What follows belongs to an exercise in optimizing a design on an open flow for small area; a production flow would make more cautious choices. The RTL was checked by simulation tests, not by an equivalence proof against the original design. Power and IR drop assume default switching activity.

## myname
module myname(M,dotout,selout,clk,rst);
input clk;
input rst;
output wire [3:0] M;
output wire [15:0] dotout;
output reg [3:0] selout;
assign M=4'b0110;
reg [8:0] cnt;
reg [3:0] d;
wire [3:0] sel = selout;
wire [3:0] dn;
wire wrap = ~cnt[0] & ~cnt[1] & ~cnt[2] & ~cnt[4] & ~cnt[5] & ~cnt[6] & ~cnt[7];
always @(posedge clk) begin
  if(rst) begin selout<=4'd0; cnt<=9'd256; d<=4'd10; end
  else begin
    selout<=selout+4'd1;
    cnt<={cnt[7], cnt[6], cnt[5], cnt[4]^wrap, cnt[3], cnt[2], cnt[1], cnt[0]^wrap, cnt[8]^cnt[4]};
    if(wrap) d<=dn;
  end
end
wire n29, n30, n31, n32, n33, n34, n35, n36, n37, n38, n39, n40, n41, n42, n43, n44, n45, n46, n47, n48, n50, n51, n52, n53, n54, n55, n56, n57, n58, n59, n60, n61, n62, n63, n64, n65, n66, n67, n68, n69, n70, n71, n72, n73, n74, n75, n76, n77, n79, n80, n81, n82, n83, n84, n85, n86, n87, n88, n89, n90, n91, n92, n93, n94, n95, n96, n97, n98, n99, n100, n101, n102, n103, n104, n105, n106, n107, n108, n109, n110, n111, n112, n113, n114, n115, n116, n117, n118, n120, n121, n123, n124, n125, n126, n127, n128, n129, n130, n131, n132, n133, n135, n137, n138, n139, n140, n141, n142, n143, n144, n145, n146, n147, n148, n150, n151, n152, n153, n154, n155, n156, n157, n158, n160, n161, n162, n163, n164, n165, n166, n167, n168, n170, n171, n172, n173, n174, n175, n176, n178, n179, n180, n181, n182, n183, n185, n186, n187, n189, n190, n191, n192, n193, n194, n195, n197, n198, n199, n201, n202, n203, n204, n205, n208, n210, n211;
assign n29 = ~sel[0];
assign n30 = ~sel[1];
assign n31 = ~sel[2];
assign n32 = ~sel[3];
assign n33 = ~d[0];
assign n34 = ~d[1];
assign n35 = ~d[2];
  ...
Size: ~26 I/O pins, roughly 0.0016 mm^2 of cells after synthesis.
clock: 5.0 ns
lec_check: 0
abc_area: 1
cap_margin: 20
core_margin: 2
core_utilization: 30
slew_margin: 20
standard.sh (not shown) runs the stock make flow with config.mk's settings and CLKGATE_MAP_FILE= SYNTH_SCRIPT=/design/flow/synth_recipe.tcl, a recipe that flattens the netlist after the stock synthesis.
==> flow/flow/run.sh <==
#!/bin/bash
# Own layout flow: the standard synthesis, then its combinational logic re-mapped
# with flow/abc.script (registers, their names and cell types unchanged), then
# the standard ORFS flow with single-size port buffers.
set -euo pipefail
HERE=$(pwd)
FLOWDIR=$HERE/flow
RES=$HERE/orfs/results/sky130hd/myname/base
LIB=$FLOW_HOME/platforms/sky130hd/lib/sky130_fd_sc_hd__tt_025C_1v80.lib
EXTRA=()
[[ -f $FLOWDIR/make_args.txt ]] && mapfile -t EXTRA < <(grep -v '^#' $FLOWDIR/make_args.txt | grep .)
bash standard.sh synth > standard_synth.log 2>&1
if [[ -f $FLOWDIR/abc.script ]]; then
  cp $RES/1_2_yosys.v $HERE/std_1_2_yosys.v
  cat > remap.ys <<EOT
read_liberty -overwrite -ignore_miss_func -setattr liberty_cell $LIB
blackbox sky130_fd_sc_hd__dfxtp_1 sky130_fd_sc_hd__dfxtp_2 sky130_fd_sc_hd__dfxtp_4
read_verilog $HERE/std_1_2_yosys.v
hierarchy -top myname
flatten
rename -hide w:*.*
opt_clean -purge
delete A:liberty_cell
read_liberty -lib $LIB
abc -script $FLOWDIR/abc.script -liberty $LIB
opt_clean -purge
hilomap -singleton -hicell sky130_fd_sc_hd__conb_1 HI -locell sky130_fd_sc_hd__conb_1 LO
stat -liberty $LIB
check -assert
write_verilog -noattr -nohex -nodec $RES/1_2_yosys.v
EOT
  yosys -l remap.log remap.ys > /dev/null 2>&1
  rm -f $RES/1_synth.odb $RES/1_synth.sdc
fi
bash standard.sh "${EXTRA[@]}" finish > standard_finish.log 2>&1
==> flow/flow/abc.script <==
strash; dch; map -B 0.9; mfs2; strash; dch; map -B 0.9
==> flow/flow/make_args.txt <==
BUFFER_PORTS_ARGS=-buffer_cell sky130_fd_sc_hd__buf_1
The starting point produced a clean layout.
==> next run, changes <==
--- a/flow/flow/run.sh
+++ b/flow/flow/run.sh
@@ -8,4 +8,7 @@
 RES=$HERE/orfs/results/sky130hd/myname/base
 LIB=$FLOW_HOME/platforms/sky130hd/lib/sky130_fd_sc_hd__tt_025C_1v80.lib
+# the platform's don't-use cells (platforms/sky130hd/config.mk)
+DONT_USE="sky130_fd_sc_hd__lpflow_bleeder_1 sky130_fd_sc_hd__lpflow_clkbufkapwr_1 sky130_fd_sc_hd__lpflow_clkbufkapwr_16 sky130_fd_sc_hd__lpflow_clkbufkapwr_2 sky130_fd_sc_hd__lpflow_clkbufkapwr_4 sky130_fd_sc_hd__lpflow_clkbufkapwr_8 sky130_fd_sc_hd__lpflow_clkinvkapwr_1 sky130_fd_sc_hd__lpflow_clkinvkapwr_16 sky130_fd_sc_hd__lpflow_clkinvkapwr_2 sky130_fd_sc_hd__lpflow_clkinvkapwr_4 sky130_fd_sc_hd__lpflow_clkinvkapwr_8 sky130_fd_sc_hd__lpflow_decapkapwr_12 sky130_fd_sc_hd__lpflow_decapkapwr_3 sky130_fd_sc_hd__lpflow_decapkapwr_4 sky130_fd_sc_hd__lpflow_decapkapwr_6 sky130_fd_sc_hd__lpflow_decapkapwr_8 sky130_fd_sc_hd__lpflow_inputiso0n_1 sky130_fd_sc_hd__lpflow_inputiso0p_1 sky130_fd_sc_hd__lpflow_inputiso1n_1 sky130_fd_sc_hd__lpflow_inputiso1p_1 sky130_fd_sc_hd__lpflow_inputisolatch_1 sky130_fd_sc_hd__lpflow_isobufsrc_1 sky130_fd_sc_hd__lpflow_isobufsrc_16 sky130_fd_sc_hd__lpflow_isobufsrc_2 sky130_fd_sc_hd__lpflow_isobufsrc_4 sky130_fd_sc_hd__lpflow_isobufsrc_8 sky130_fd_sc_hd__lpflow_isobufsrckapwr_16 sky130_fd_sc_hd__lpflow_lsbuf_lh_hl_isowell_tap_1 sky130_fd_sc_hd__lpflow_lsbuf_lh_hl_isowell_tap_2 sky130_fd_sc_hd__lpflow_lsbuf_lh_hl_isowell_tap_4 sky130_fd_sc_hd__lpflow_lsbuf_lh_isowell_4 sky130_fd_sc_hd__lpflow_lsbuf_lh_isowell_tap_1 sky130_fd_sc_hd__lpflow_lsbuf_lh_isowell_tap_2 sky130_fd_sc_hd__lpflow_lsbuf_lh_isowell_tap_4 sky130_fd_sc_hd__probe_p_8 sky130_fd_sc_hd__probec_p_8"
+DU_ARGS=$(for c in $DONT_USE; do printf -- "-dont_use %s " $c; done)
 EXTRA=()
 [[ -f $FLOWDIR/make_args.txt ]] && mapfile -t EXTRA < <(grep -v '^#' $FLOWDIR/make_args.txt | grep .)
@@ -23,5 +26,5 @@
 delete A:liberty_cell
 read_liberty -lib $LIB
-abc -script $FLOWDIR/abc.script -liberty $LIB
+abc -script $FLOWDIR/abc.script -liberty $LIB $DU_ARGS
 opt_clean -purge
 hilomap -singleton -hicell sky130_fd_sc_hd__conb_1 HI -locell sky130_fd_sc_hd__conb_1 LO
CTS_BUF_LIST = sky130_fd_sc_hd__clkbuf_4   (was default)
- The new run finished with timing, DRC and antenna clean
- utilization drops by 0.66 points
- global-route usage goes up by 1.1 points
- sequential share of layout area goes up by 0.33 points
- power came out lower by 5.4%
- critical path depth increases by 5
- clock skew climbs by 3.1 ps
==> next run, changes <==
==> flow/flow/run.sh (replaced) <==
#!/bin/bash
# Own layout flow: the standard synthesis, then its combinational logic re-mapped
# with flow/abc.script (registers, their names and cell types unchanged), then
# the standard ORFS flow with single-size port buffers.
set -euo pipefail
HERE=$(pwd)
FLOWDIR=$HERE/flow
RES=$HERE/orfs/results/sky130hd/myname/base
LIB=$FLOW_HOME/platforms/sky130hd/lib/sky130_fd_sc_hd__tt_025C_1v80.lib
EXTRA=()
[[ -f $FLOWDIR/make_args.txt ]] && mapfile -t EXTRA < <(grep -v '^#' $FLOWDIR/make_args.txt | grep .)
bash standard.sh synth > standard_synth.log 2>&1
if [[ -f $FLOWDIR/abc.script ]]; then
  cp $RES/1_2_yosys.v $HERE/std_1_2_yosys.v
  cat > remap.ys <<EOT
read_liberty -overwrite -ignore_miss_func -setattr liberty_cell $LIB
blackbox sky130_fd_sc_hd__dfxtp_1 sky130_fd_sc_hd__dfxtp_2 sky130_fd_sc_hd__dfxtp_4
read_verilog $HERE/std_1_2_yosys.v
hierarchy -top myname
flatten
rename -hide w:*.*
opt_clean -purge
delete A:liberty_cell
read_liberty -lib $LIB
abc -script $FLOWDIR/abc.script -liberty $LIB
opt_clean -purge
hilomap -singleton -hicell sky130_fd_sc_hd__conb_1 HI -locell sky130_fd_sc_hd__conb_1 LO
stat -liberty $LIB
check -assert
write_verilog -noattr -nohex -nodec $RES/1_2_yosys.v
EOT
  yosys -l remap.log remap.ys > /dev/null 2>&1
  rm -f $RES/1_synth.odb $RES/1_synth.sdc
fi
bash standard.sh "${EXTRA[@]}" finish > standard_finish.log 2>&1
- The new run completed with no timing, DRC or antenna violations
- non-clock buffer count shrinks by 1
- final area grows by 1.5%
- worst setup slack gets worse by 260 ps
- via count grows by about 1.5%
- cell count grows by about 0.8%
- routed wire length grows by about 4%
- core utilization grows by 0.29 points
- first-iteration DRC count shrinks by 41%
- critical path depth shrinks by 5
- global-route usage shrinks by 1.2 points
==> next run, changes <==
CTS_BUF_LIST = sky130_fd_sc_hd__clkbuf_4 sky130_fd_sc_hd__clkbuf_8   (was sky130_fd_sc_hd__clkbuf_4)
CTS_CLUSTER_DIAMETER = 200   (was default)
CTS_CLUSTER_SIZE = 30   (was default)
Hold slack got worse by 4.2 ps.
Synthesized area does not change.
Worst setup slack gets better by 59 ps.

[static timing again, ports no longer ideal]
The results above use ideal ports. As a check the final layouts listed here were re-extracted and re-timed, cells and wires unchanged.
Step 1: set_driving_cell puts a clkbuf_16 on clk and a buf_2 on each other input, an assumption about the parent block.
Step 2, shift: input delay + t, output delay - t, t = (earliest + latest rising clock arrival at the registers) / 2. This alone moves slack from input paths to output paths.
Three values: no drivers, after step 1, after step 2; two values: the first two.
| run | shift t [ns] | setup WS [ns] | worst hold slack (ns) | slew at the worst register clock pin (ns) | cell pins on the clock port's net |
|---|---|---|---|---|---|
| the first run | 0.270 | 0.383 / 0.360 / 0.630 | 0.402 / 0.402 / 0.402 | 0.07 / 0.07 | 1 |
| the second run | 0.298 | 0.580 / 0.561 / 0.859 | 0.408 / 0.408 / 0.408 | 0.10 / 0.10 | 1 |
| the third run | 0.305 | 0.323 / 0.303 / 0.609 | 0.406 / 0.406 / 0.406 | 0.10 / 0.10 | 1 |
| the fourth run | 0.270 | 0.383 / 0.360 / 0.630 | 0.402 / 0.402 / 0.402 | 0.07 / 0.07 | 1 |
After both steps setup and hold are still met in every run listed.
